This design comes from an exercise in tuning for small area on the open sky130 flow, not from production work. RTL that was checked went through simulation tests only; none was proved equivalent to the original. For run 2, only the layout was checked, not whether the RTL still works. Power and IR drop assume default switching activity.

===== flow/design.v =====
module gba_drawer_merge
(
   input             clk100,
   input             enable,
   input             hblank,
   input      [7:0]  xpos,
   input      [7:0]  ypos,
   input             in_WND0_on,
   input             in_WND1_on,
   input             in_WNDOBJ_on,
   input      [7:0]  in_WND0_X1,
   input      [7:0]  in_WND0_X2,
   input      [7:0]  in_WND0_Y1,
   input      [7:0]  in_WND0_Y2,
   input      [7:0]  in_WND1_X1,
   input      [7:0]  in_WND1_X2,
   input      [7:0]  in_WND1_Y1,
   input      [7:0]  in_WND1_Y2,
   input      [5:0]  in_enables_wnd0,
   input      [5:0]  in_enables_wnd1,
   input      [5:0]  in_enables_wndobj,
   input      [5:0]  in_enables_wndout,
   input      [1:0]  in_special_effect_in,
   input             in_effect_1st_bg0,
   input             in_effect_1st_bg1,
   input             in_effect_1st_bg2,
   input             in_effect_1st_bg3,
   input             in_effect_1st_obj,
   input             in_effect_1st_BD,
   input             in_effect_2nd_bg0,
   input             in_effect_2nd_bg1,
   input             in_effect_2nd_bg2,
   input             in_effect_2nd_bg3,
   input             in_effect_2nd_obj,
   input             in_effect_2nd_BD,
   input      [1:0]  in_Prio_BG0,
   input      [1:0]  in_Prio_BG1,
   input      [1:0]  in_Prio_BG2,
   input      [1:0]  in_Prio_BG3,
   input      [4:0]  in_EVA,
   input      [4:0]  in_EVB,
   input      [4:0]  in_BLDY,
   input             in_ena_bg0,
   input             in_ena_bg1,
   input             in_ena_bg2,
   input             in_ena_bg3,
   input             in_ena_obj,
   input      [15:0] pixeldata_bg0,
   input      [15:0] pixeldata_bg1,
   input      [15:0] pixeldata_bg2,
   input      [15:0] pixeldata_bg3,
   input      [18:0] pixeldata_obj,
   input      [15:0] pixeldata_back,
   input             objwindow_in,
   output     [14:0] pixeldata_out,
   output reg [7:0]  pixel_x,
   output     [7:0]  pixel_y,
   output reg        pixel_we
);
   localparam OBJ = 4;
   localparam BD  = 5;
   function ge8;
      input [7:0] a, b;
      integer i;
      reg c;
      begin
         c = 1'b1;
         for (i = 0; i < 8; i = i + 1)
            c = (a[i] & ~b[i]) | (a[i] & c) | (~b[i] & c);
         ge8 = c;
      end
   endfunction
   function in_range;
      input [7:0] pos, lo, hi;
      reg ge, lt, wrap;
      begin
         ge   = ge8(pos, lo);
         lt   = ~ge8(pos, hi);
         wrap = ~ge8(hi, lo);
         in_range = (ge & lt) | (ge & wrap) | (lt & wrap);
      end
   endfunction
   function [4:0] sat16;
      input [4:0] v;
      begin
         sat16 = v[4] ? 5'd16 : v;
      end
   endfunction
   reg  [7:0] w0x1, w0x2, w1x1, w1x2;
   reg        w0y, w1y;               
   reg  [5:0] e_w0, e_w1, e_obj, e_out;   
   reg  [1:0] eff;
   reg  [5:0] ft, st;
   reg  [1:0] p0, p1, p2, p3;
   reg  [4:0] eva, evb, bldy;
   wire       anyw = in_WND0_on | in_WND1_on | in_WNDOBJ_on;
   wire [4:0] ena  = {in_ena_obj, in_ena_bg3, in_ena_bg2, in_ena_bg1, in_ena_bg0};
   always @(posedge clk100) begin
      if (hblank) begin
         w0x1  <= in_WND0_X1;
         w0x2  <= in_WND0_X2;
         w1x1  <= in_WND1_X1;
         w1x2  <= in_WND1_X2;
         w0y   <= in_WND0_on && in_range(ypos, in_WND0_Y1, in_WND0_Y2);
         w1y   <= in_WND1_on && in_range(ypos, in_WND1_Y1, in_WND1_Y2);
         e_w0  <= {in_enables_wnd0[5], in_enables_wnd0[4:0] & ena};
         e_w1  <= {in_enables_wnd1[5], in_enables_wnd1[4:0] & ena};
         e_obj <= anyw ? {in_enables_wndobj[5], in_enables_wndobj[4:0] & ena} : {1'b1, ena};
         e_out <= anyw ? {in_enables_wndout[5], in_enables_wndout[4:0] & ena} : {1'b1, ena};
         eff   <= in_special_effect_in;
         ft    <= {in_effect_1st_BD, in_effect_1st_obj, in_effect_1st_bg3,
                   in_effect_1st_bg2, in_effect_1st_bg1, in_effect_1st_bg0};
         st    <= {in_effect_2nd_BD, in_effect_2nd_obj, in_effect_2nd_bg3,
                   in_effect_2nd_bg2, in_effect_2nd_bg1, in_effect_2nd_bg0};
         p0    <= in_Prio_BG0;
         p1    <= in_Prio_BG1;
         p2    <= in_Prio_BG2;
         p3    <= in_Prio_BG3;
         eva   <= sat16(in_EVA);
         evb   <= sat16(in_EVB);
         bldy  <= sat16(in_BLDY);
      end
   end
   wire [1:0] op = pixeldata_obj[18:17];
   wire       obj_alpha = pixeldata_obj[16];
   wire       win0 = w0y && in_range(xpos, w0x1, w0x2);
   wire       win1 = w1y && in_range(xpos, w1x1, w1x2);
   wire [5:0] wen  = win0 ? e_w0 : win1 ? e_w1 : objwindow_in ? e_obj : e_out;
   wire [4:0] en = wen[4:0] & ~{pixeldata_obj[15], pixeldata_bg3[15], pixeldata_bg2[15],
                                pixeldata_bg1[15], pixeldata_bg0[15]};
   wire       spec = wen[5];
   wire [4:0] b [0:4];
   assign b[0] = {op > p0, p0 <= p3, p0 <= p2, p0 <= p1, 1'b0};
   assign b[1] = {op > p1, p1 <= p3, p1 <= p2, 1'b0,     p1 <  p0};
   assign b[2] = {op > p2, p2 <= p3, 1'b0,     p2 <  p1, p2 <  p0};
   assign b[3] = {op > p3, 1'b0,     p3 <  p2, p3 <  p1, p3 <  p0};
   assign b[4] = {1'b0,    op <= p3, op <= p2, op <= p1, op <= p0};
   wire [5:0] top, nxt;
   genvar l;
   generate
      for (l = 0; l < 5; l = l + 1) begin : g_prio
         wire [4:0] other = 5'b11111 & ~(5'b00001 << l);
         assign top[l] = en[l] & &(~en | b[l] | ~other);
         assign nxt[l] = en[l] & ~top[l] & &(~en | b[l] | top[4:0] | ~other);
      end
   endgenerate
   assign top[BD] = ~|en;
   assign nxt[BD] = ~|nxt[4:0];
   wire first_nz  = |(top & ft) | (top[OBJ] & obj_alpha);
   wire second_nz = |(nxt & st);
   wire force_a   = obj_alpha & top[OBJ] & second_nz;
   wire special   = force_a |
                    (spec && eff != 2'd0 && first_nz && (eff != 2'd1 || second_nz));
   wire m_alpha   = force_a | (eff == 2'd1);
   wire [14:0] cola = ({15{top[0]}}   & pixeldata_bg0[14:0]) |
                      ({15{top[1]}}   & pixeldata_bg1[14:0]) |
                      ({15{top[2]}}   & pixeldata_bg2[14:0]) |
                      ({15{top[3]}}   & pixeldata_bg3[14:0]) |
                      ({15{top[OBJ]}} & pixeldata_obj[14:0]) |
                      ({15{top[BD]}}  & pixeldata_back[14:0]);
   wire [14:0] colb = ({15{nxt[0]}}   & pixeldata_bg0[14:0]) |
                      ({15{nxt[1]}}   & pixeldata_bg1[14:0]) |
                      ({15{nxt[2]}}   & pixeldata_bg2[14:0]) |
                      ({15{nxt[3]}}   & pixeldata_bg3[14:0]) |
                      ({15{nxt[OBJ]}} & pixeldata_obj[14:0]) |
                      ({15{nxt[BD]}}  & pixeldata_back[14:0]);
   reg [14:0] cola_r, colb_r;
   reg        special_r, m_alpha_r;
   always @(posedge clk100) begin
      cola_r    <= cola;
      colb_r    <= colb;
      special_r <= special;
      m_alpha_r <= m_alpha;
      pixel_x   <= xpos;
      pixel_we  <= enable;
   end
   assign pixel_y = ypos;
   wire [4:0] ydown = 5'd16 - bldy;
   wire [4:0] k1 = !special_r ? 5'd16 : m_alpha_r ? eva : ydown;
   wire [4:0] k2 = !special_r ? 5'd0  : m_alpha_r ? evb : eff[0] ? 5'd1 : bldy;
   wire [4:0] bconst = {~eff[0], 4'b1111};
   genvar c;
   generate
      for (c = 0; c < 3; c = c + 1) begin : g_ch
         wire [4:0] a  = cola_r[5*c +: 5];
         wire [4:0] bo = m_alpha_r ? colb_r[5*c +: 5] : bconst;
         wire [9:0] s;
         gba_drawer_merge_madd u_madd (.a(a), .b(bo), .k1(k1), .k2(k2), .s(s));
         assign pixeldata_out[5*c +: 5] = s[9] ? 5'd31 : s[8:4];
      end
   endgenerate
endmodule
module gba_drawer_merge_madd
(
   input  [4:0] a, b, k1, k2,
   output [9:0] s
);
   wire pa00 = a[0] & k1[0];
   wire pa01 = a[0] & k1[1];
   wire pa02 = a[0] & k1[2];
   wire pa03 = a[0] & k1[3];
   wire pa10 = a[1] & k1[0];
   wire pa11 = a[1] & k1[1];
   wire pa12 = a[1] & k1[2];
   wire pa13 = a[1] & k1[3];
   wire pa20 = a[2] & k1[0];
   wire pa21 = a[2] & k1[1];
   wire pa22 = a[2] & k1[2];
   wire pa23 = a[2] & k1[3];
   wire pa30 = a[3] & k1[0];
   wire pa31 = a[3] & k1[1];
   wire pa32 = a[3] & k1[2];
   wire pa33 = a[3] & k1[3];
   wire pa40 = (a[4] & k1[0]) | (a[0] & k1[4]);
   wire pa41 = a[4] & k1[1];
   wire pa42 = a[4] & k1[2];
   wire pa43 = a[4] & k1[3];
   wire pa14 = a[1] & k1[4];
   wire pa24 = a[2] & k1[4];
   wire pa34 = a[3] & k1[4];
   wire pa44 = a[4] & k1[4];
   wire pb00 = b[0] & k2[0];
   wire pb01 = b[0] & k2[1];
   wire pb02 = b[0] & k2[2];
   wire pb03 = b[0] & k2[3];
   wire pb10 = b[1] & k2[0];
   wire pb11 = b[1] & k2[1];
   wire pb12 = b[1] & k2[2];
   wire pb13 = b[1] & k2[3];
   wire pb20 = b[2] & k2[0];
   wire pb21 = b[2] & k2[1];
   wire pb22 = b[2] & k2[2];
   wire pb23 = b[2] & k2[3];
   wire pb30 = b[3] & k2[0];
   wire pb31 = b[3] & k2[1];
   wire pb32 = b[3] & k2[2];
   wire pb33 = b[3] & k2[3];
   wire pb40 = (b[4] & k2[0]) | (b[0] & k2[4]);
   wire pb41 = b[4] & k2[1];
   wire pb42 = b[4] & k2[2];
   wire pb43 = b[4] & k2[3];
   wire pb14 = b[1] & k2[4];
   wire pb24 = b[2] & k2[4];
   wire pb34 = b[3] & k2[4];
   wire pb44 = b[4] & k2[4];
   wire t1 = pa03 ^ pa12 ^ pa21;
   wire t2 = (pa03 & pa12) | (pa03 & pa21) | (pa12 & pa21);
   wire t3 = pa13 ^ pa22 ^ pa31;
   wire t4 = (pa13 & pa22) | (pa13 & pa31) | (pa22 & pa31);
   wire t5 = pa40 ^ pb13;
   wire t6 = pa40 & pb13;
   wire t7 = pa23 ^ pa32 ^ pa41;
   wire t8 = (pa23 & pa32) | (pa23 & pa41) | (pa32 & pa41);
   wire t9 = pa14 ^ pb23 ^ pb32;
   wire t10 = (pa14 & pb23) | (pa14 & pb32) | (pb23 & pb32);
   wire t11 = pa33 ^ pa42 ^ pa24;
   wire t12 = (pa33 & pa42) | (pa33 & pa24) | (pa42 & pa24);
   wire t13 = pa02 ^ pa11 ^ pa20;
   wire t14 = (pa02 & pa11) | (pa02 & pa20) | (pa11 & pa20);
   wire t15 = pa30 ^ pb03 ^ pb12;
   wire t16 = (pa30 & pb03) | (pa30 & pb12) | (pb03 & pb12);
   wire t17 = pb21 ^ pb30;
   wire t18 = pb21 & pb30;
   wire t19 = pb22 ^ pb31 ^ pb40;
   wire t20 = (pb22 & pb31) | (pb22 & pb40) | (pb31 & pb40);
   wire t21 = t3 ^ t5 ^ t2;
   wire t22 = (t3 & t5) | (t3 & t2) | (t5 & t2);
   wire t23 = pb41 ^ pb14 ^ t7;
   wire t24 = (pb41 & pb14) | (pb41 & t7) | (pb14 & t7);
   wire t25 = t9 ^ t4 ^ t6;
   wire t26 = (t9 & t4) | (t9 & t6) | (t4 & t6);
   wire t27 = pb33 ^ pb42 ^ pb24;
   wire t28 = (pb33 & pb42) | (pb33 & pb24) | (pb42 & pb24);
   wire t29 = t11 ^ t8 ^ t10;
   wire t30 = (t11 & t8) | (t11 & t10) | (t8 & t10);
   wire t31 = pa43 ^ pa34 ^ pb43;
   wire t32 = (pa43 & pa34) | (pa43 & pb43) | (pa34 & pb43);
   wire t33 = pb34 ^ t12;
   wire t34 = pb34 & t12;
   wire t35 = pa01 ^ pa10;
   wire t36 = pa01 & pa10;
   wire t37 = pb02 ^ pb11 ^ pb20;
   wire t38 = (pb02 & pb11) | (pb02 & pb20) | (pb11 & pb20);
   wire t39 = t1 ^ t15 ^ t17;
   wire t40 = (t1 & t15) | (t1 & t17) | (t15 & t17);
   wire t41 = t19 ^ t21 ^ t16;
   wire t42 = (t19 & t21) | (t19 & t16) | (t21 & t16);
   wire t43 = t23 ^ t25 ^ t20;
   wire t44 = (t23 & t25) | (t23 & t20) | (t25 & t20);
   wire t45 = t27 ^ t29 ^ t24;
   wire t46 = (t27 & t29) | (t27 & t24) | (t29 & t24);
   wire t47 = t31 ^ t33 ^ t28;
   wire t48 = (t31 & t33) | (t31 & t28) | (t33 & t28);
   wire t49 = pa44 ^ pb44 ^ t32;
   wire t50 = (pa44 & pb44) | (pa44 & t32) | (pb44 & t32);
   wire t51 = pb01 ^ pb10;
   wire t52 = pb01 & pb10;
   wire t53 = t13 ^ t37 ^ t36;
   wire t54 = (t13 & t37) | (t13 & t36) | (t37 & t36);
   wire t55 = t14 ^ t39 ^ t38;
   wire t56 = (t14 & t39) | (t14 & t38) | (t39 & t38);
   wire t57 = t18 ^ t41 ^ t40;
   wire t58 = (t18 & t41) | (t18 & t40) | (t41 & t40);
   wire t59 = t22 ^ t43 ^ t42;
   wire t60 = (t22 & t43) | (t22 & t42) | (t43 & t42);
   wire t61 = t26 ^ t45 ^ t44;
   wire t62 = (t26 & t45) | (t26 & t44) | (t45 & t44);
   wire t63 = t30 ^ t47 ^ t46;
   wire t64 = (t30 & t47) | (t30 & t46) | (t47 & t46);
   wire t65 = t34 ^ t49 ^ t48;
   wire t66 = (t34 & t49) | (t34 & t48) | (t49 & t48);
   wire rs1 = pa00 ^ pb00;
   wire rc1 = pa00 & pb00;
   wire rs2 = t35 ^ t51 ^ rc1;
   wire rc2 = (t35 & t51) | (t35 & rc1) | (t51 & rc1);
   wire rs3 = t53 ^ t52 ^ rc2;
   wire rc3 = (t53 & t52) | (t53 & rc2) | (t52 & rc2);
   wire rs4 = t55 ^ t54 ^ rc3;
   wire rc4 = (t55 & t54) | (t55 & rc3) | (t54 & rc3);
   wire rs5 = t57 ^ t56 ^ rc4;
   wire rc5 = (t57 & t56) | (t57 & rc4) | (t56 & rc4);
   wire rs6 = t59 ^ t58 ^ rc5;
   wire rc6 = (t59 & t58) | (t59 & rc5) | (t58 & rc5);
   wire rs7 = t61 ^ t60 ^ rc6;
   wire rc7 = (t61 & t60) | (t61 & rc6) | (t60 & rc6);
   wire rs8 = t63 ^ t62 ^ rc7;
   wire rc8 = (t63 & t62) | (t63 & rc7) | (t62 & rc7);
   wire rs9 = t65 ^ t64 ^ rc8;
   wire rc9 = (t65 & t64) | (t65 & rc8) | (t64 & rc8);
   wire rs10 = t50 ^ t66 ^ rc9;
   wire rc10 = (t50 & t66) | (t50 & rc9) | (t66 & rc9);
   assign s = {rs10, rs9, rs8, rs7, rs6, rs5, rs4, rs3, rs2, rs1};
endmodule

===== flow/flow/run.sh =====
#!/bin/bash
# The standard layout (standard.sh) with the smallest buffer on the ports and
# a clock tree of small buffers without dummy loads.
export BUFFER_PORTS_ARGS="-buffer_cell sky130_fd_sc_hd__buf_1"
export CTS_ARGS="-sink_clustering_enable -repair_clock_nets -dont_use_dummy_load -buf_list {sky130_fd_sc_hd__clkbuf_4 sky130_fd_sc_hd__clkbuf_8}"
bash standard.sh > standard.log 2>&1

===== flow/standard.sh =====
#!/bin/bash
# synth_recipe.tcl (not shown) runs the flow's synth.tcl, then flattens the netlist and writes it again
# the make line also repeats each setting of config.mk as NAME=value (left out here)
make -C /OpenROAD-flow-scripts/flow DESIGN_CONFIG=/design/flow/config.mk WORK_HOME=/design/flow/orfs CLKGATE_MAP_FILE= SYNTH_SCRIPT=/design/flow/synth_recipe.tcl "${@:-finish}"

===== flow/config.mk =====
export PLATFORM = sky130hd
export DESIGN_NAME = gba_drawer_merge
export DESIGN_NICKNAME = gba_drawer_merge
export VERILOG_FILES = /design/flow/design.v
export SDC_FILE = /design/flow/constraint.sdc
export NUM_CORES = 4
export LEC_CHECK = 0
export CAP_MARGIN = 20
export CORE_MARGIN = 2
export CORE_UTILIZATION = 40
export SLEW_MARGIN = 20

===== flow/constraint.sdc =====
create_clock -name core_clock -period 10.0 [get_ports {clk100}]
set_input_delay 2.0000 -clock core_clock [delete_from_list [all_inputs] [get_ports {clk100}]]
set_output_delay 2.0000 -clock core_clock [all_outputs]
set_load 0.01 [all_outputs]

==> results of run 1 <==
## logic make-up after synthesis
| family | count (synthesis) | share of synthesized area [%] |
|---|---|---|
| buffers and inverters | 219 | 7.492 |
| and+or+nand+nor | 375 | 17.12 |
| DFF | 136 | 31.93 |
| muxes | 20 | 1.903 |
| AOI/OAI and AO/OA | 239 | 16.58 |
| adders and majority gates | 171 | 24.29 |
| xor gates and xnor gates | 9 | 0.6850 |
## power by group through the flow
stage	registers, W	logic, W	clock network (W)
final	0.000766	0.00131	0.000333
after global routing	0.000778	0.00149	0.000364
after CTS	0.000766	0.00132	0.000343
after floorplan	0.000745	0.000919	0
after detailed placement	0.000778	0.00132	0
after global placement	0.000776	0.00130	0
## critical path: stages (launching register included)
cell and delay, ns:
edfxtp_1 0.55, nor2_1 0.53, a22o_1 0.21, nand2_1 0.27
buf_4 0.30, nor2_1 0.11, ha_1 0.23, inv_1 0.07
fa_1 0.45, fa_1 0.52, inv_1 0.06, fa_1 0.46
fa_1 0.41, fa_1 0.47, fa_1 0.47, fa_1 0.43
inv_1 0.09, fa_1 0.18, xor2_1 0.07, xnor2_1 0.38
nand2b_1 0.14, buf_1 0.16
## routing by layer
layer / vias to the layer above / share of wire (%) / global-route usage (%)
li1: 4642 / - / -
met4: 8 / 2.6 / 7.598
met1: 4683 / 41 / 28.01
met2: 442 / 48 / 37.87
met5: - / 0.16 / 0
met3: 64 / 7.8 / 5.526
## through the flow
stage               setup slack [ns]  cell area (µm²)  cells
finish                        0.9782            13230   1826
global route                  0.4788            13230   1826
CTS                           0.8591            13210   1822
detailed placement             1.338            12980   1805
global placement               1.249            12970   1805
floorplan                      2.051            11510   1169
## cell type report
cell class	count	area share [%]
inverters	173	4.909
repair buffers	298	8.939
well taps	384	3.632
diodes	4	0.07567
flip-flops and latches	136	27.77
clock buffers	17	1.769
multi-input cells	814	52.90
## cells in the final DEF, fill, tap and decap left out, types with 4 or more instances in the layout
| master | instances |
|---|---|
| dfxtp_1 | 41 |
| fa_1 | 99 |
| edfxtp_1 | 95 |
| o211ai_1 | 15 |
| o31ai_1 | 7 |
| nor3_1 | 6 |
| or2_2 | 19 |
| nand3_1 | 10 |
| buf_1 | 281 |
| o21a_1 | 13 |
| nand2b_1 | 28 |
| nor2_1 | 88 |
| and2_1 | 45 |
| xor2_1 | 5 |
| xnor2_1 | 4 |
| ha_1 | 36 |
| buf_4 | 16 |
| a31oi_1 | 7 |
| o211ai_2 | 11 |
| mux2i_1 | 7 |
| inv_1 | 171 |
| maj3_1 | 34 |
| and3_1 | 31 |
| o22ai_1 | 16 |
| a22oi_1 | 23 |
| nor2b_1 | 49 |
| mux2_2 | 9 |
| a221o_1 | 4 |
| clkbuf_8 | 17 |
| a222oi_1 | 46 |
| diode_2 | 4 |
| a22o_1 | 6 |
| o21ai_0 | 29 |
| a21oi_1 | 25 |
| nand2_1 | 72 |
| a221oi_1 | 7 |
## state kept, by name, indices dropped and copies added, names as in the netlist, 5 cells and up
name     count
cola_r      15
colb_r      15
pixel_x      8
w0x1         8
w0x2         8
w1x1         8
w1x2         8
e_obj        6
e_out        6
e_w0         6
e_w1         6
ft           6
st           6
bldy         5
eva          5
evb          5
## worst max path at each step
stage	start	to	slack [ns]	depth (start not counted)
5_1_grt	bldy[0]$_SDFFCE_PP0P_	pixeldata_out[0]	0.48	22
6_report	eff[0]$_DFFE_PP_	pixeldata_out[0]	0.98	21
3_5_place_dp	eff[0]$_DFFE_PP_	pixeldata_out[0]	1.34	21
4_1_cts	eff[0]$_DFFE_PP_	pixeldata_out[0]	0.86	21
2_1_floorplan	m_alpha_r$_DFF_P_	pixeldata_out[9]	2.05	21
3_3_place_gp	bldy[0]$_SDFFCE_PP0P_	pixeldata_out[0]	1.25	20
==> impl_metrics.ini, run 1 <==
[status]
status = complete, no violations

[power_and_ir_drop]
leakagePower_nw = 5.380
swShare_pct = 42.99
intPower_w = 0.001372
total_power_w = 0.002407
clock_power_share_pct = 13.8
power.density_nw_per_um2 = 181.9
switching_power_w = 0.001035
irDropWorstVdd_v = 0.00007749
share_comb_of_total_power_pct = 54.3
pwr-share-seq_pct = 31.8

[yosys]
ys_ff_latch = 136
netlist_area_um2 = 11510
synth_nets = 1556
syn-instance-count = 1169
yosysMostFrequentCell = inv_1
yosysSeqAreaShare_pct = 31.93
yosysUniqueCellTypes = 76
syn_area_per_cell_um2 = 9.843
postSynth.asyncResetShare_pct = 0
synth.top_cell.area_share_pct = 24.79
ys_top_cells_by_count = inv_1, fa_1, edfxtp_1, nor2_1, nand2_1
yosys_most_used_dff = edfxtp_1
synth_edf_count = 95
yosys_warnings = 1
synth_area_leaders = edfxtp_1, fa_1, dfxtp_1, inv_1, a222oi_1
synth_top_area_cell = edfxtp_1

[cells_and_area]
fin_util_pct = 46.34
fin_nets = 1827
seqCellArea_um2 = 3674
multi_input_area_um2 = 6998
final_layout_size_suffix_gt1_share_pct = 6.189
syn_to_final_growth_pct = 14.96
final.fill_count = 2852

[run]
drv_cap = 0

[critical_path]
cp-start-kind = register
r2r-start = w1x2[4]$_DFFE_PP_
r2r_slack_ns = 4.10
reg2reg_depth = 14
required_ns = 8.00
crit_type = register to output port
critPathArrivalTime_ns = 7.02
worstReg2RegEnd = colb_r[14]$_DFF_P_
worst_setup_path_end_kind = output port
crit_fanout = 8

[floorplanning]
coreArea_um2 = 28550
start_util_pct = 40.31
die_area_um2 = 30140
die_w_um = 173.6
core.rowCount = 62
die_h_um = 173.6
ios = 284

[timing]
finalSetupTns_ns = 0
setup_viol = 0
final_max_slew_viol_count = 0
rsz0062_at_grt = no
fin_worst_skew_ns = 0.02653
fin_crit_sh_pct = 90.22
tightestPinTransition_ns = 0.9484
relSlewSlack_pct = 36.77
hold_viol_final = 0
whs_ns = 0.6140
fmax_ghz = 0.1108
min_period_ns = 9.022

[route]
drt_pass1_iterations = 8
drtAntennaViolNets = 0
viasPerCell = 5.388
drtIter0Drc = 1065
drc = 0
wl_um = 33460
wire_per_inst_um = 18.33
route.vias.total = 9839

[clock_tree]
cts_buffer_depth = 2
clk_pin_slew_ns = 0.08
htreeDepth = 4
cts_made_buffers = 17
clock_latency_ns = 0.45
tritoncts = done
cts-root-buf = clkbuf_8
cts_resized = 0
cts_sinks = 136
postCtsSetupRepairBufs = 0
cts_hold_buf = 0

[place]
gp_congestion = 0.8859
post-dp-hpwl_um = 26680
portBuffers = 282

[hold_path]
hold_path_end = special_r$_DFF_P_
hold_path.class = register to register
hp-start = st[3]$_DFFE_PP_
holdPathStages = 2

[global_route]
track_usage_pct = 22.37
grt_pass1_wl_um = 52860
antenna_found_initial = 8
grt_pass1_vias = 9944
grt_max_degree = 68
overflow = 0
==> run 2: changes to the inputs <==
--- a/flow/design.v
+++ b/flow/design.v
@@ -245,89 +245,106 @@
    wire pb44 = b[4] & k2[4];
-   wire t1 = pa03 ^ pa12 ^ pa21;
-   wire t2 = (pa03 & pa12) | (pa03 & pa21) | (pa12 & pa21);
-   wire t3 = pa13 ^ pa22 ^ pa31;
-   wire t4 = (pa13 & pa22) | (pa13 & pa31) | (pa22 & pa31);
-   wire t5 = pa40 ^ pb13;
-   wire t6 = pa40 & pb13;
-   wire t7 = pa23 ^ pa32 ^ pa41;
-   wire t8 = (pa23 & pa32) | (pa23 & pa41) | (pa32 & pa41);
-   wire t9 = pa14 ^ pb23 ^ pb32;
-   wire t10 = (pa14 & pb23) | (pa14 & pb32) | (pb23 & pb32);
-   wire t11 = pa33 ^ pa42 ^ pa24;
-   wire t12 = (pa33 & pa42) | (pa33 & pa24) | (pa42 & pa24);
-   wire t13 = pa02 ^ pa11 ^ pa20;
-   wire t14 = (pa02 & pa11) | (pa02 & pa20) | (pa11 & pa20);
-   wire t15 = pa30 ^ pb03 ^ pb12;
-   wire t16 = (pa30 & pb03) | (pa30 & pb12) | (pb03 & pb12);
-   wire t17 = pb21 ^ pb30;
-   wire t18 = pb21 & pb30;
-   wire t19 = pb22 ^ pb31 ^ pb40;
-   wire t20 = (pb22 & pb31) | (pb22 & pb40) | (pb31 & pb40);
-   wire t21 = t3 ^ t5 ^ t2;
-   wire t22 = (t3 & t5) | (t3 & t2) | (t5 & t2);
-   wire t23 = pb41 ^ pb14 ^ t7;
-   wire t24 = (pb41 & pb14) | (pb41 & t7) | (pb14 & t7);
-   wire t25 = t9 ^ t4 ^ t6;
-   wire t26 = (t9 & t4) | (t9 & t6) | (t4 & t6);
-   wire t27 = pb33 ^ pb42 ^ pb24;
-   wire t28 = (pb33 & pb42) | (pb33 & pb24) | (pb42 & pb24);
-   wire t29 = t11 ^ t8 ^ t10;
-   wire t30 = (t11 & t8) | (t11 & t10) | (t8 & t10);
-   wire t31 = pa43 ^ pa34 ^ pb43;
-   wire t32 = (pa43 & pa34) | (pa43 & pb43) | (pa34 & pb43);
-   wire t33 = pb34 ^ t12;
-   wire t34 = pb34 & t12;
-   wire t35 = pa01 ^ pa10;
-   wire t36 = pa01 & pa10;
-   wire t37 = pb02 ^ pb11 ^ pb20;
-   wire t38 = (pb02 & pb11) | (pb02 & pb20) | (pb11 & pb20);
-   wire t39 = t1 ^ t15 ^ t17;
-   wire t40 = (t1 & t15) | (t1 & t17) | (t15 & t17);
-   wire t41 = t19 ^ t21 ^ t16;
-   wire t42 = (t19 & t21) | (t19 & t16) | (t21 & t16);
-   wire t43 = t23 ^ t25 ^ t20;
-   wire t44 = (t23 & t25) | (t23 & t20) | (t25 & t20);
-   wire t45 = t27 ^ t29 ^ t24;
-   wire t46 = (t27 & t29) | (t27 & t24) | (t29 & t24);
-   wire t47 = t31 ^ t33 ^ t28;
-   wire t48 = (t31 & t33) | (t31 & t28) | (t33 & t28);
-   wire t49 = pa44 ^ pb44 ^ t32;
-   wire t50 = (pa44 & pb44) | (pa44 & t32) | (pb44 & t32);
-   wire t51 = pb01 ^ pb10;
-   wire t52 = pb01 & pb10;
-   wire t53 = t13 ^ t37 ^ t36;
-   wire t54 = (t13 & t37) | (t13 & t36) | (t37 & t36);
-   wire t55 = t14 ^ t39 ^ t38;
-   wire t56 = (t14 & t39) | (t14 & t38) | (t39 & t38);
-   wire t57 = t18 ^ t41 ^ t40;
-   wire t58 = (t18 & t41) | (t18 & t40) | (t41 & t40);
-   wire t59 = t22 ^ t43 ^ t42;
-   wire t60 = (t22 & t43) | (t22 & t42) | (t43 & t42);
-   wire t61 = t26 ^ t45 ^ t44;
-   wire t62 = (t26 & t45) | (t26 & t44) | (t45 & t44);
-   wire t63 = t30 ^ t47 ^ t46;
-   wire t64 = (t30 & t47) | (t30 & t46) | (t47 & t46);
-   wire t65 = t34 ^ t49 ^ t48;
-   wire t66 = (t34 & t49) | (t34 & t48) | (t49 & t48);
-   wire rs1 = pa00 ^ pb00;
-   wire rc1 = pa00 & pb00;
-   wire rs2 = t35 ^ t51 ^ rc1;
-   wire rc2 = (t35 & t51) | (t35 & rc1) | (t51 & rc1);
-   wire rs3 = t53 ^ t52 ^ rc2;
-   wire rc3 = (t53 & t52) | (t53 & rc2) | (t52 & rc2);
-   wire rs4 = t55 ^ t54 ^ rc3;
-   wire rc4 = (t55 & t54) | (t55 & rc3) | (t54 & rc3);
-   wire rs5 = t57 ^ t56 ^ rc4;
-   wire rc5 = (t57 & t56) | (t57 & rc4) | (t56 & rc4);
-   wire rs6 = t59 ^ t58 ^ rc5;
-   wire rc6 = (t59 & t58) | (t59 & rc5) | (t58 & rc5);
-   wire rs7 = t61 ^ t60 ^ rc6;
-   wire rc7 = (t61 & t60) | (t61 & rc6) | (t60 & rc6);
-   wire rs8 = t63 ^ t62 ^ rc7;
-   wire rc8 = (t63 & t62) | (t63 & rc7) | (t62 & rc7);
-   wire rs9 = t65 ^ t64 ^ rc8;
-   wire rc9 = (t65 & t64) | (t65 & rc8) | (t64 & rc8);
-   wire rs10 = t50 ^ t66 ^ rc9;
-   wire rc10 = (t50 & t66) | (t50 & rc9) | (t66 & rc9);
+   wire t1, t2;
+   gba_drawer_merge_fa u_t1 (pa03, pa12, pa21, t1, t2);
+   wire t3, t4;
+   gba_drawer_merge_fa u_t3 (pa13, pa22, pa31, t3, t4);
+   wire t5, t6;
+   gba_drawer_merge_ha u_t5 (pa40, pb13, t5, t6);
+   wire t7, t8;
+   gba_drawer_merge_fa u_t7 (pa23, pa32, pa41, t7, t8);
+   wire t9, t10;
+   gba_drawer_merge_fa u_t9 (pa14, pb23, pb32, t9, t10);
+   wire t11, t12;
+   gba_drawer_merge_fa u_t11 (pa33, pa42, pa24, t11, t12);
+   wire t13, t14;
+   gba_drawer_merge_fa u_t13 (pa02, pa11, pa20, t13, t14);
+   wire t15, t16;
+   gba_drawer_merge_fa u_t15 (pa30, pb03, pb12, t15, t16);
+   wire t17, t18;
+   gba_drawer_merge_ha u_t17 (pb21, pb30, t17, t18);
+   wire t19, t20;
+   gba_drawer_merge_fa u_t19 (pb22, pb31, pb40, t19, t20);
+   wire t21, t22;
+   gba_drawer_merge_fa u_t21 (t3, t5, t2, t21, t22);
+   wire t23, t24;
+   gba_drawer_merge_fa u_t23 (pb41, pb14, t7, t23, t24);
+   wire t25, t26;
+   gba_drawer_merge_fa u_t25 (t9, t4, t6, t25, t26);
+   wire t27, t28;
+   gba_drawer_merge_fa u_t27 (pb33, pb42, pb24, t27, t28);
+   wire t29, t30;
+   gba_drawer_merge_fa u_t29 (t11, t8, t10, t29, t30);
+   wire t31, t32;
+   gba_drawer_merge_fa u_t31 (pa43, pa34, pb43, t31, t32);
+   wire t33, t34;
+   gba_drawer_merge_ha u_t33 (pb34, t12, t33, t34);
+   wire t35, t36;
+   gba_drawer_merge_ha u_t35 (pa01, pa10, t35, t36);
+   wire t37, t38;
+   gba_drawer_merge_fa u_t37 (pb02, pb11, pb20, t37, t38);
+   wire t39, t40;
+   gba_drawer_merge_fa u_t39 (t1, t15, t17, t39, t40);
+   wire t41, t42;
+   gba_drawer_merge_fa u_t41 (t19, t21, t16, t41, t42);
+   wire t43, t44;
+   gba_drawer_merge_fa u_t43 (t23, t25, t20, t43, t44);
+   wire t45, t46;
+   gba_drawer_merge_fa u_t45 (t27, t29, t24, t45, t46);
+   wire t47, t48;
+   gba_drawer_merge_fa u_t47 (t31, t33, t28, t47, t48);
+   wire t49, t50;
+   gba_drawer_merge_fa u_t49 (pa44, pb44, t32, t49, t50);
+   wire t51, t52;
+   gba_drawer_merge_ha u_t51 (pb01, pb10, t51, t52);
+   wire t53, t54;
+   gba_drawer_merge_fa u_t53 (t13, t37, t36, t53, t54);
+   wire t55, t56;
+   gba_drawer_merge_fa u_t55 (t14, t39, t38, t55, t56);
+   wire t57, t58;
+   gba_drawer_merge_fa u_t57 (t18, t41, t40, t57, t58);
+   wire t59, t60;
+   gba_drawer_merge_fa u_t59 (t22, t43, t42, t59, t60);
+   wire t61, t62;
+   gba_drawer_merge_fa u_t61 (t26, t45, t44, t61, t62);
+   wire t63, t64;
+   gba_drawer_merge_fa u_t63 (t30, t47, t46, t63, t64);
+   wire t65, t66;
+   gba_drawer_merge_fa u_t65 (t34, t49, t48, t65, t66);
+   wire rs1, rc1;
+   gba_drawer_merge_ha u_rs1 (pa00, pb00, rs1, rc1);
+   wire rs2, rc2;
+   gba_drawer_merge_fa u_rs2 (t35, t51, rc1, rs2, rc2);
+   wire rs3, rc3;
+   gba_drawer_merge_fa u_rs3 (t53, t52, rc2, rs3, rc3);
+   wire rs4, rc4;
+   gba_drawer_merge_fa u_rs4 (t55, t54, rc3, rs4, rc4);
+   wire rs5, rc5;
+   gba_drawer_merge_fa u_rs5 (t57, t56, rc4, rs5, rc5);
+   wire rs6, rc6;
+   gba_drawer_merge_fa u_rs6 (t59, t58, rc5, rs6, rc6);
+   wire rs7, rc7;
+   gba_drawer_merge_fa u_rs7 (t61, t60, rc6, rs7, rc7);
+   wire rs8, rc8;
+   gba_drawer_merge_fa u_rs8 (t63, t62, rc7, rs8, rc8);
+   wire rs9, rc9;
+   gba_drawer_merge_fa u_rs9 (t65, t64, rc8, rs9, rc9);
+   wire rs10, rc10;
+   gba_drawer_merge_fa u_rs10 (t50, t66, rc9, rs10, rc10);
    assign s = {rs10, rs9, rs8, rs7, rs6, rs5, rs4, rs3, rs2, rs1};
 endmodule
+module gba_drawer_merge_fa
+(
+   input  a, b, c,
+   output s, co
+);
+   wire x = a ^ b;
+   assign s  = x ^ c;
+   assign co = (a & b) | (c & x);
+endmodule
+module gba_drawer_merge_ha
+(
+   input  a, b,
+   output s, co
+);
+   assign s  = a ^ b;
+   assign co = a & b;
+endmodule
--- a/flow/config.mk
+++ b/flow/config.mk
@@ -11 +11,3 @@
 export SLEW_MARGIN = 20
+export SYNTH_HIERARCHICAL = 1
+export SYNTH_MINIMUM_KEEP_SIZE = 0
==> run 2 against run 1 <==
Effect of this change:
- via count down 3.3%
- register-to-register slack better by 0.67 ns
- final area up 0.60%
- final cell count down 5.0%
- critical path depth down 4
- non-clock buffer count up 3
- synthesized area up 0.99%
- still clean on timing, DRC and antenna
- clock-buffer cell count unchanged
- clock power about the same
==> impl_metrics.ini, run 2 <==
[status]
status = complete, no violations

[clock_tree]
clock_latency_ns = 0.44
cts-root-buf = clkbuf_8
postCtsSetupRepairBufs = 0
tritoncts = done
cts_buffer_depth = 2
cts_hold_buf = 0
cts_sinks = 136
cts_resized = 0
cts_made_buffers = 17
htreeDepth = 4
clk_pin_slew_ns = 0.09

[global_route]
grt_max_degree = 77
antenna_found_initial = 1
track_usage_pct = 21.56
grt_pass1_vias = 9882
grt_pass1_wl_um = 51450
overflow = 0

[place]
dp.cells = 1716
pre_cts_slack_ns = 0.9708
portBuffers = 282
post-dp-hpwl_um = 25520
gp_congestion = 0.8701
placed_area_um2 = 13060

[cells_and_area]
fin_util_pct = 46.49
final_layout_size_suffix_gt1_share_pct = 7.932
final_cell_area_um2 = 13310
syn_to_final_growth_pct = 14.51
fin_nets = 1753
reg_top3 = cola_r (15), colb_r (15)
layout_common_cells = buf_1, and2_1, fa_1
final_cells = 1734
final_common_cell = buf_1

[run]
drv_cap = 0

[route]
drtAntennaViolNets = 0
drtIter0Drc = 983
wire_per_inst_um = 18.81
route.vias.total = 9514
wl_um = 32620
drt_pass1_iterations = 10
viasPerCell = 5.487
drc = 0

[floorplanning]
coreArea_um2 = 28630
die_area_um2 = 30430
die_h_um = 174.4
die_w_um = 174.4
core.rowCount = 62
start_util_pct = 40.59
ios = 284

[power_and_ir_drop]
switching_power_w = 0.001209
power.density_nw_per_um2 = 211.0
intPower_w = 0.001599
clock_power_share_pct = 11.8
pwr-share-seq_pct = 27.8
swShare_pct = 43.05
share_comb_of_total_power_pct = 60.4
irDropWorstVdd_v = 0.00008763
leakagePower_nw = 5.532

[yosys]
yosys_warnings = 7
synth_nets = 1481
netlist_area_um2 = 11620
syn_area_per_cell_um2 = 10.77
syn-instance-count = 1079

[critical_path]
critPathMaxStageDelay_ns = 0.76
crit_type = register to output port
cpMostUsedCell = fa_1
critical_path.cell_chain = buf_4 > nand2_1 > o21ai_0 > and2_1 > and2_1 > fa_1 > fa_1 > fa_1 > fa_1 > fa_1 > fa_1 > fa_1 > fa_1 > fa_1 > fa_1 > or2_2 > buf_1
critPathSlowestCell = dfxtp_1
critPathArrivalTime_ns = 7.48
crit_fanout = 16
worst_setup_path_end_kind = output port
path_delay_family = adder cells
cp-start-kind = register
required_ns = 8.00
worst-path-buf-inv = 2

[hold_path]
hold_path.class = register to register

[timing]
rsz0062_at_grt = no
final_max_slew_viol_count = 0
setup_viol = 0
tightestPinTransition_ns = 0.9683
fin_crit_sh_pct = 94.81
relSlewSlack_pct = 35.45
fin_worst_skew_ns = 0.03409
hold_viol_final = 0
fmax_ghz = 0.1055
worst_slack_ns = 0.5189
min_period_ns = 9.481
finalSetupTns_ns = 0
[run 2: worst register-to-register path, cell delays in order (launching register included)]
cell	delay, ns
edfxtp_1	0.41
nor2b_1	0.14
o21ai_0	0.10
a2111oi_1	0.61
a211oi_2	0.14
a311oi_2	0.62
o31ai_1	0.19
o221ai_1	0.21
a211oi_1	0.24
nor4_1	0.72
and2_1	0.79
a222oi_1	0.29
a311o_1	0.45
a21oi_1	0.16
a311o_1	0.13
[run 2: final timing paths]
| check | depth (start not counted) | startpoint | slack [ns] | endpoint |
|---|---|---|---|---|
| hold reg to reg | 1 | st[5]$_DFFE_PP_ | 0.54 | special_r$_DFF_P_ |
| hold / removal | 1 | st[5]$_DFFE_PP_ | 0.54 | special_r$_DFF_P_ |
| setup / recovery | 17 | m_alpha_r$_DFF_P_ | 0.52 | pixeldata_out[8] |
| setup reg to reg | 14 | w1x1[0]$_DFFE_PP_ | 4.77 | special_r$_DFF_P_ |
[run 2: metrics by stage]
step	hold slack, ns	total power [W]
floorplan	0.4870	0.002154
global placement	0.5367	0.002494
detailed placement	0.5322	0.002523
CTS	0.5462	0.002861
global route	0.5864	0.003087
finish	0.5351	0.002808
[run 2: per-layer routing]
| metal | wire [µm] | vias up | GRT usage, % |
|---|---|---|---|
| met5 | 0 | - | 0 |
| met4 | 553 | 0 | 5.532 |
| met3 | 2321 | 39 | 4.418 |
| met2 | 16020 | 404 | 36.46 |
| met1 | 13720 | 4613 | 28.22 |
| li1 | - | 4458 | - |
[run 2: power groups by stage]
| stage | Combinational, W | Sequential (W) | Clock [W] |
|---|---|---|---|
| 4_1_cts | 0.00174 | 0.000779 | 0.000344 |
| 5_1_grt | 0.00193 | 0.000792 | 0.000364 |
| 3_5_place_dp | 0.00173 | 0.000791 | 0 |
| 3_3_place_gp | 0.00170 | 0.000791 | 0 |
| 6_report | 0.00170 | 0.000780 | 0.000332 |
| 2_1_floorplan | 0.00140 | 0.000753 | 0 |
[run 2: cell type report]
class	count	area [µm²]
tap	384	480.5
clock buffer	17	234.0
timing repair buffer	301	1205
antenna	1	2.502
fill	2794	15320
sequential	136	3674
inverter	57	214.0
multi-input combinational	838	7497

afterwards: timing with drivers on the ports:
The results above use ideal ports. As a check the final layouts listed here were re-extracted and re-timed, cells and wires unchanged.
Step 1 sets driving cells, clkbuf_16 on the clock port and buf_2 on the other inputs (assumed; they add their load-dependent delay and slew).
Step 2 adds t to the input delays and takes it off the output delays; t is the mean of the earliest and latest rising clock arrival at the registers after step 1. Input paths then give back, and output paths get back, about the clock's delay inside the block.
Three values: ideal ports, drivers, drivers and shift; two values: the first two.
| run | shift t [ns] | slack for setup (ns) | worst setup path at the end | latest minus earliest clock arrival (ns) | worst register clock-pin slew, ns |
|---|---|---|---|---|---|
| run 1 | 0.477 | 0.978 / 0.934 / 1.410 | register to output | 0.032 / 0.033 | 0.08 / 0.08 |
| run 2 | 0.470 | 0.519 / 0.474 / 0.944 | register to output | 0.035 / 0.035 | 0.09 / 0.09 |
After both steps setup and hold are still met in every run listed.
